This design comes from an exercise in tuning for small area and a short achievable clock period on the open sky130 flow, not from production work.
In this exercise RTL edits were held to simulation tests only and were not proved equivalent to the original.
No driver is modelled on the clock port, so clock power and skew are understated where the tree is cut down; a real chip needs a root buffer or a tree.
Power figures rest on the tool's default switching activity, not on a simulated workload.

Design mult_unsigned, start of the top module:
module mult_unsigned (
	input clk, rst,
	input [15:0] A,
	input [23:0] B,
	output [39:0] result
);
For scale: roughly 1300 cells after synthesis, about 250 flip-flops, ~82 I/O pins, about 15000 µm² of cells after synthesis.
export LEC_CHECK = 0
export CAP_MARGIN = 20
export CORE_MARGIN = 2
export CORE_UTILIZATION = 40
export SETUP_SLACK_MARGIN = 5
export SLEW_MARGIN = 20
export SYNTH_HIERARCHICAL = 1
export SYNTH_MINIMUM_KEEP_SIZE = 0
create_clock -name core_clock -period 8.0 [get_ports {clk}]
standard.sh (not shown) runs the stock make flow with config.mk's settings and CLKGATE_MAP_FILE= SYNTH_SCRIPT=/design/flow/synth_recipe.tcl, a recipe that flattens the netlist after the stock synthesis.
==> flow/flow/run.sh <==
#!/bin/bash
# Layout flow: the standard synthesis unchanged, then the standard ORFS
# steps with plain buffers on the ports and the setup-repair target below.
set -euo pipefail
bash standard.sh synth > synth.log 2>&1
sed -e 's/SETUP_SLACK_MARGIN=[-0-9.]*/SETUP_SLACK_MARGIN=5.3/' standard.sh > layout.sh
export BUFFER_PORTS_ARGS="-buffer_cell sky130_fd_sc_hd__buf_1"
export PRE_CTS_TCL=$(pwd)/flow/manual_cts.tcl MCTS_LEAVES=14 MCTS_ROOTS=4 MCTS_CLASSES='r2:sky130_fd_sc_hd__dlygate4sd3_1 r3:sky130_fd_sc_hd__dlygate4sd3_1 r4:sky130_fd_sc_hd__dlygate4sd3_1'
bash layout.sh finish > layout.log 2>&1
==> flow/flow/manual_cts.tcl <==
# Two-level clock tree built by hand, in place of the flow's clock tree
# synthesis: the clock port drives a few root buffers; each root buffer drives
# the leaf buffers of its region, and each leaf buffer drives one cluster of
# flip-flops (k-means on their positions). Every register gets the same two
# buffer stages; no register's clock is delayed on purpose.
proc mcts_kmeans {pts k} {
  # pts: list of {x y}; returns {assign cx cy counts}
  set n [llength $pts]
  set sorted [lsort -real -index 0 $pts]
  set cx {}; set cy {}
  for {set i 0} {$i < $k} {incr i} {
    set s [lindex $sorted [expr {int(($i + 0.5) * $n / $k)}]]
    lappend cx [lindex $s 0]; lappend cy [lindex $s 1]
  }
  for {set iter 0} {$iter < 40} {incr iter} {
    set sx [lrepeat $k 0.0]; set sy [lrepeat $k 0.0]; set sc [lrepeat $k 0]
    set assign {}
    foreach s $pts {
      set best 0; set bd 1e30
      for {set i 0} {$i < $k} {incr i} {
        set d [expr {abs([lindex $s 0] - [lindex $cx $i]) + abs([lindex $s 1] - [lindex $cy $i])}]
        if {$d < $bd} { set bd $d; set best $i }
      }
      lappend assign $best
      lset sx $best [expr {[lindex $sx $best] + [lindex $s 0]}]
      lset sy $best [expr {[lindex $sy $best] + [lindex $s 1]}]
      lset sc $best [expr {[lindex $sc $best] + 1}]
    }
    for {set i 0} {$i < $k} {incr i} {
      if {[lindex $sc $i] > 0} {
        lset cx $i [expr {[lindex $sx $i] / [lindex $sc $i]}]
        lset cy $i [expr {[lindex $sy $i] / [lindex $sc $i]}]
      }
    }
  }
  return [list $assign $cx $cy $sc]
}

# capacity-limited assignment of points to centres (nearest first), with the
# centres moved to their points' mean, repeated
proc mcts_balance {pts cx cy cap} {
  set n [llength $pts]
  set k [llength $cx]
  for {set iter 0} {$iter < 10} {incr iter} {
    set pairs {}
    for {set l 0} {$l < $n} {incr l} {
      set p [lindex $pts $l]
      for {set r 0} {$r < $k} {incr r} {
        lappend pairs [list [expr {abs([lindex $p 0] - [lindex $cx $r]) + abs([lindex $p 1] - [lindex $cy $r])}] $l $r]
      }
    }
    set assign [lrepeat $n -1]
    set sc [lrepeat $k 0]
    foreach pr [lsort -real -index 0 $pairs] {
      lassign $pr d l r
      if {[lindex $assign $l] >= 0 || [lindex $sc $r] >= $cap} { continue }
      lset assign $l $r
      lset sc $r [expr {[lindex $sc $r] + 1}]
    }
    set sx [lrepeat $k 0.0]; set sy [lrepeat $k 0.0]
    for {set l 0} {$l < $n} {incr l} {
      set r [lindex $assign $l]
      lset sx $r [expr {[lindex $sx $r] + [lindex $pts $l 0]}]
      lset sy $r [expr {[lindex $sy $r] + [lindex $pts $l 1]}]
    }
    for {set r 0} {$r < $k} {incr r} {
      if {[lindex $sc $r] > 0} { lset cx $r [expr {[lindex $sx $r] / [lindex $sc $r]}]; lset cy $r [expr {[lindex $sy $r] / [lindex $sc $r]}] }
    }
  }
  return [list $assign $cx $cy $sc]
}

proc mcts_build {nleaf nroot} {
  set block [ord::get_db_block]
  set db [ord::get_db]
  set clknet [[$block findBTerm clk] getNet]
  set master [$db findMaster sky130_fd_sc_hd__clkbuf_16]
  set lmaster $master
  if {[info exists ::env(MCTS_LEAF_CELL)]} { set lmaster [$db findMaster $::env(MCTS_LEAF_CELL)] }
  # register classes: "prefix:cell+cell ..." puts the named delay cells in
  # front of the leaf buffers of the registers whose names start with prefix
  set classes {{"" {}}}
  if {[info exists ::env(MCTS_CLASSES)]} {
    foreach c $::env(MCTS_CLASSES) {
      lassign [split $c :] pre chain
      lappend classes [list $pre [split $chain +]]
    }
  }
  set sinks {}
  foreach it [$clknet getITerms] {
    set inst [$it getInst]
    set name [$inst getName]
    set cls 0
    for {set c 1} {$c < [llength $classes]} {incr c} {
      if {[string match "[lindex $classes $c 0]*" $name]} { set cls $c; break }
    }
    set loc [$inst getLocation]
    set m [$inst getMaster]
    lappend sinks [list $it $cls [expr {[lindex $loc 0] + [$m getWidth] / 2}] [expr {[lindex $loc 1] + [$m getHeight] / 2}]]
  }
  set n [llength $sinks]
  set cap [expr {int(ceil(double($n) / $nleaf))}]
  # leaf clusters, class by class
  set leaves {}
  set sink_leaf {}
  for {set c 0} {$c < [llength $classes]} {incr c} {
    set pts {}; set its {}
    foreach s $sinks {
      if {[lindex $s 1] == $c} { lappend pts [lrange $s 2 3]; lappend its [lindex $s 0] }
    }
    if {[llength $pts] == 0} { continue }
    set k [expr {max(1, int(ceil(double([llength $pts]) / $cap)))}]
    lassign [mcts_kmeans $pts $k] assign cx cy sc
    lassign [mcts_balance $pts $cx $cy [expr {int(ceil(double([llength $pts]) / $k))}]] assign cx cy sc
    set base [llength $leaves]
    for {set i 0} {$i < $k} {incr i} { lappend leaves [list [lindex $cx $i] [lindex $cy $i] $c [lindex $sc $i]] }
    set j 0
    foreach it $its { lappend sink_leaf [list $it [expr {$base + [lindex $assign $j]}]]; incr j }
  }
  set nl [llength $leaves]
  set lpts {}
  foreach l $leaves { lappend lpts [lrange $l 0 1] }
  lassign [mcts_kmeans $lpts $nroot] rassign rcx rcy rsc
  lassign [mcts_balance $lpts $rcx $rcy [expr {int(ceil(double($nl) / $nroot))}]] rassign rcx rcy rsc
  set rootnets {}
  for {set r 0} {$r < $nroot} {incr r} {
    if {[lindex $rsc $r] == 0} { lappend rootnets {}; continue }
    set root [odb::dbInst_create $block $master mcts_root_$r]
    $root setLocation [expr {int([lindex $rcx $r])}] [expr {int([lindex $rcy $r])}]
    $root setPlacementStatus PLACED
    [$root findITerm A] connect $clknet
    set rnet [odb::dbNet_create $block mcts_root_net_$r]
    $rnet setSigType CLOCK
    [$root findITerm X] connect $rnet
    lappend rootnets $rnet
  }
  set leafnets {}
  for {set i 0} {$i < $nl} {incr i} {
    lassign [lindex $leaves $i] x y c cnt
    set x [expr {int($x)}]; set y [expr {int($y)}]
    set drv [lindex $rootnets [lindex $rassign $i]]
    set d 0
    foreach cell [lindex $classes $c 1] {
      set dl [odb::dbInst_create $block [$db findMaster $cell] mcts_dly_${i}_$d]
      $dl setLocation $x $y
      $dl setPlacementStatus PLACED
      [$dl findITerm A] connect $drv
      set dnet [odb::dbNet_create $block mcts_dly_net_${i}_$d]
      $dnet setSigType CLOCK
      [$dl findITerm X] connect $dnet
      set drv $dnet
      incr d
    }
    set leaf [odb::dbInst_create $block $lmaster mcts_leaf_$i]
    $leaf setLocation $x $y
    $leaf setPlacementStatus PLACED
    [$leaf findITerm A] connect $drv
    set lnet [odb::dbNet_create $block mcts_leaf_net_$i]
    $lnet setSigType CLOCK
    [$leaf findITerm X] connect $lnet
    lappend leafnets $lnet
  }
  foreach sl $sink_leaf {
    set it [lindex $sl 0]
    $it disconnect
    $it connect [lindex $leafnets [lindex $sl 1]]
  }
  puts "manual clock tree: $n sinks, $nl leaf buffers, $nroot root buffers $rsc, classes $classes"
}

set mcts_leaves 10
set mcts_roots 3
if {[info exists ::env(MCTS_LEAVES)]} { set mcts_leaves $::env(MCTS_LEAVES) }
if {[info exists ::env(MCTS_ROOTS)]} { set mcts_roots $::env(MCTS_ROOTS) }
mcts_build $mcts_leaves $mcts_roots
set_propagated_clock [all_clocks]
# the tree is built: the flow's clock_tree_synthesis call becomes a no-op
rename clock_tree_synthesis mcts_orig_clock_tree_synthesis
proc clock_tree_synthesis {args} { puts "clock_tree_synthesis skipped: manual clock tree" }
The starting point ran to the end with no violations.
Rerun with:
==> flow/flow/run.sh (replaced) <==
#!/bin/bash
# Layout flow: the standard synthesis unchanged, then the standard ORFS
# steps with plain buffers on the ports and the setup-repair target below.
set -euo pipefail
bash standard.sh synth > synth.log 2>&1
sed -e 's/SETUP_SLACK_MARGIN=[-0-9.]*/SETUP_SLACK_MARGIN=5.58/' standard.sh > layout.sh
export BUFFER_PORTS_ARGS="-buffer_cell sky130_fd_sc_hd__buf_1"
export PRE_CTS_TCL=$(pwd)/flow/manual_cts.tcl MCTS_LEAVES=12 MCTS_ROOTS=4 MCTS_CLASSES='r2:sky130_fd_sc_hd__dlygate4sd3_1+sky130_fd_sc_hd__dlygate4sd1_1 r3:sky130_fd_sc_hd__dlygate4sd3_1+sky130_fd_sc_hd__dlygate4sd3_1' REMOVE_ABC_BUFFERS=1
bash layout.sh finish > layout.log 2>&1
=> The new run finished with timing, DRC and antenna clean. Design area drops by a few percent. Clock power drops by roughly a tenth. Fmax came out higher by roughly a tenth. Wire length drops by a few percent. Global-route usage fell by 1.0 points. Total power decreases by a few percent. Synthesized cell count is unchanged. Setup slack is better by 0.28 ns. First-iteration DRC count grows by roughly a tenth. Hold slack degrades by 0.077 ns. Final cell count stays flat.
Rerun with:
==> flow/flow/run.sh (replaced) <==
#!/bin/bash
# Layout flow: the standard synthesis unchanged, then the standard ORFS
# steps with plain buffers on the ports and the setup-repair target below.
set -euo pipefail
bash standard.sh synth > synth.log 2>&1
sed -e 's/SETUP_SLACK_MARGIN=[-0-9.]*/SETUP_SLACK_MARGIN=5.5/' standard.sh > layout.sh
export BUFFER_PORTS_ARGS="-buffer_cell sky130_fd_sc_hd__buf_1"
export PRE_CTS_TCL=$(pwd)/flow/manual_cts.tcl MCTS_LEAVES=14 MCTS_ROOTS=4 MCTS_CLASSES='r2:sky130_fd_sc_hd__dlygate4sd3_1+sky130_fd_sc_hd__dlygate4sd1_1 r3:sky130_fd_sc_hd__dlygate4sd3_1+sky130_fd_sc_hd__dlygate4sd3_1 r4:sky130_fd_sc_hd__dlygate4sd3_1+sky130_fd_sc_hd__dlygate4sd3_1' REMOVE_ABC_BUFFERS=1
bash layout.sh finish > layout.log 2>&1
The new run passed the timing, design-rule and antenna checks.
Combinational power is lower by about 2%.
Total power is higher by 2.3%.
Sequential cell count is unchanged.
Rerun with:
==> flow/flow/run.sh (replaced) <==
#!/bin/bash
# Layout flow: the standard synthesis unchanged, then the standard ORFS
# steps with plain buffers on the ports and the setup-repair target below.
set -euo pipefail
bash standard.sh synth > synth.log 2>&1
sed -e 's/SETUP_SLACK_MARGIN=[-0-9.]*/SETUP_SLACK_MARGIN=5.58/' standard.sh > layout.sh
export BUFFER_PORTS_ARGS="-buffer_cell sky130_fd_sc_hd__buf_1"
export PRE_CTS_TCL=$(pwd)/flow/manual_cts.tcl MCTS_LEAVES=14 MCTS_ROOTS=4 MCTS_CLASSES='r2:sky130_fd_sc_hd__dlygate4sd3_1+sky130_fd_sc_hd__dlygate4sd1_1+sky130_fd_sc_hd__dlygate4sd1_1 r3:sky130_fd_sc_hd__dlygate4sd3_1+sky130_fd_sc_hd__dlygate4sd3_1+sky130_fd_sc_hd__dlygate4sd1_1 r4:sky130_fd_sc_hd__dlygate4sd3_1+sky130_fd_sc_hd__dlygate4sd3_1+sky130_fd_sc_hd__dlygate4sd1_1' REMOVE_ABC_BUFFERS=1
bash layout.sh finish > layout.log 2>&1
=> Sequential power stays flat. Die area stays the same. Synthesized cell count does not change. Design area increases by 1.8%. Worst hold slack is about the same. Routed wire length climbs by 2.2%. Synthesized area does not change. Setup slack gains 0.037 ns.
Rerun with:
==> flow/flow/run.sh (replaced) <==
#!/bin/bash
# Layout flow: the standard synthesis unchanged, then the standard ORFS
# steps with plain buffers on the ports and the setup-repair target below.
set -euo pipefail
bash standard.sh synth > synth.log 2>&1
sed -e 's/SETUP_SLACK_MARGIN=[-0-9.]*/SETUP_SLACK_MARGIN=5.5/' standard.sh > layout.sh
export BUFFER_PORTS_ARGS="-buffer_cell sky130_fd_sc_hd__buf_1"
export PRE_CTS_TCL=$(pwd)/flow/manual_cts.tcl MCTS_LEAVES=14 MCTS_ROOTS=4 MCTS_CLASSES='r2:sky130_fd_sc_hd__dlygate4sd3_1 r3:sky130_fd_sc_hd__dlygate4sd3_1 r4:sky130_fd_sc_hd__dlygate4sd3_1'
bash layout.sh finish > layout.log 2>&1
After rerunning: Sequential share of layout area went down by 0.66 points. Cell count went down by about 1%. Area after synthesis is unchanged. Worst hold slack gets better by 0.096 ns.
No run of this note takes its clock network from TritonCTS; it comes from the design's own scripts or RTL.

-- re-timing with driven ports --
How much do the figures lean on ideal ports? The routed layouts below were timed once more, with nothing changed but the port constraints.
Step 1 assumes that a clkbuf_16 drives the clock port and a buf_2 every other input.
Step 2, shift: input delay + t, output delay - t, t = (earliest + latest rising clock arrival at the registers) / 2. This alone moves slack from input paths to output paths.
Three values: no drivers, after step 1, after step 2; two values: the first two.
| run | t (ns) | setup slack, ns | clock arrival spread, ns | slew at the worst register clock pin (ns) | worst data-port slew with drivers (ns) |
|---|---|---|---|---|---|
| the first run | 0.737 | 5.305 / 5.305 / 5.305 | 0.661 / 0.660 | 0.10 / 0.10 | 0.04 |
| the second run | 0.984 | 5.589 / 5.474 / 5.152 | 1.188 / 1.187 | 0.12 / 0.12 | 0.03 |
| the third run | 0.975 | 5.544 / 5.469 / 5.124 | 1.192 / 1.192 | 0.10 / 0.10 | 0.03 |
| the fourth run | 1.107 | 5.581 / 5.462 / 4.998 | 1.454 / 1.453 | 0.10 / 0.10 | 0.03 |
| the fifth run | 0.715 | 5.444 / 5.444 / 5.425 | 0.674 / 0.675 | 0.10 / 0.10 | 0.04 |
In every run listed the clock reaches the registers at very different times; t lies between them, and the last value is a rough guide only. The setup slack of the fourth run, which loses most, moves by -0.119 ns with the drivers and by -0.583 ns with both steps. Setup slack includes reset recovery checks.
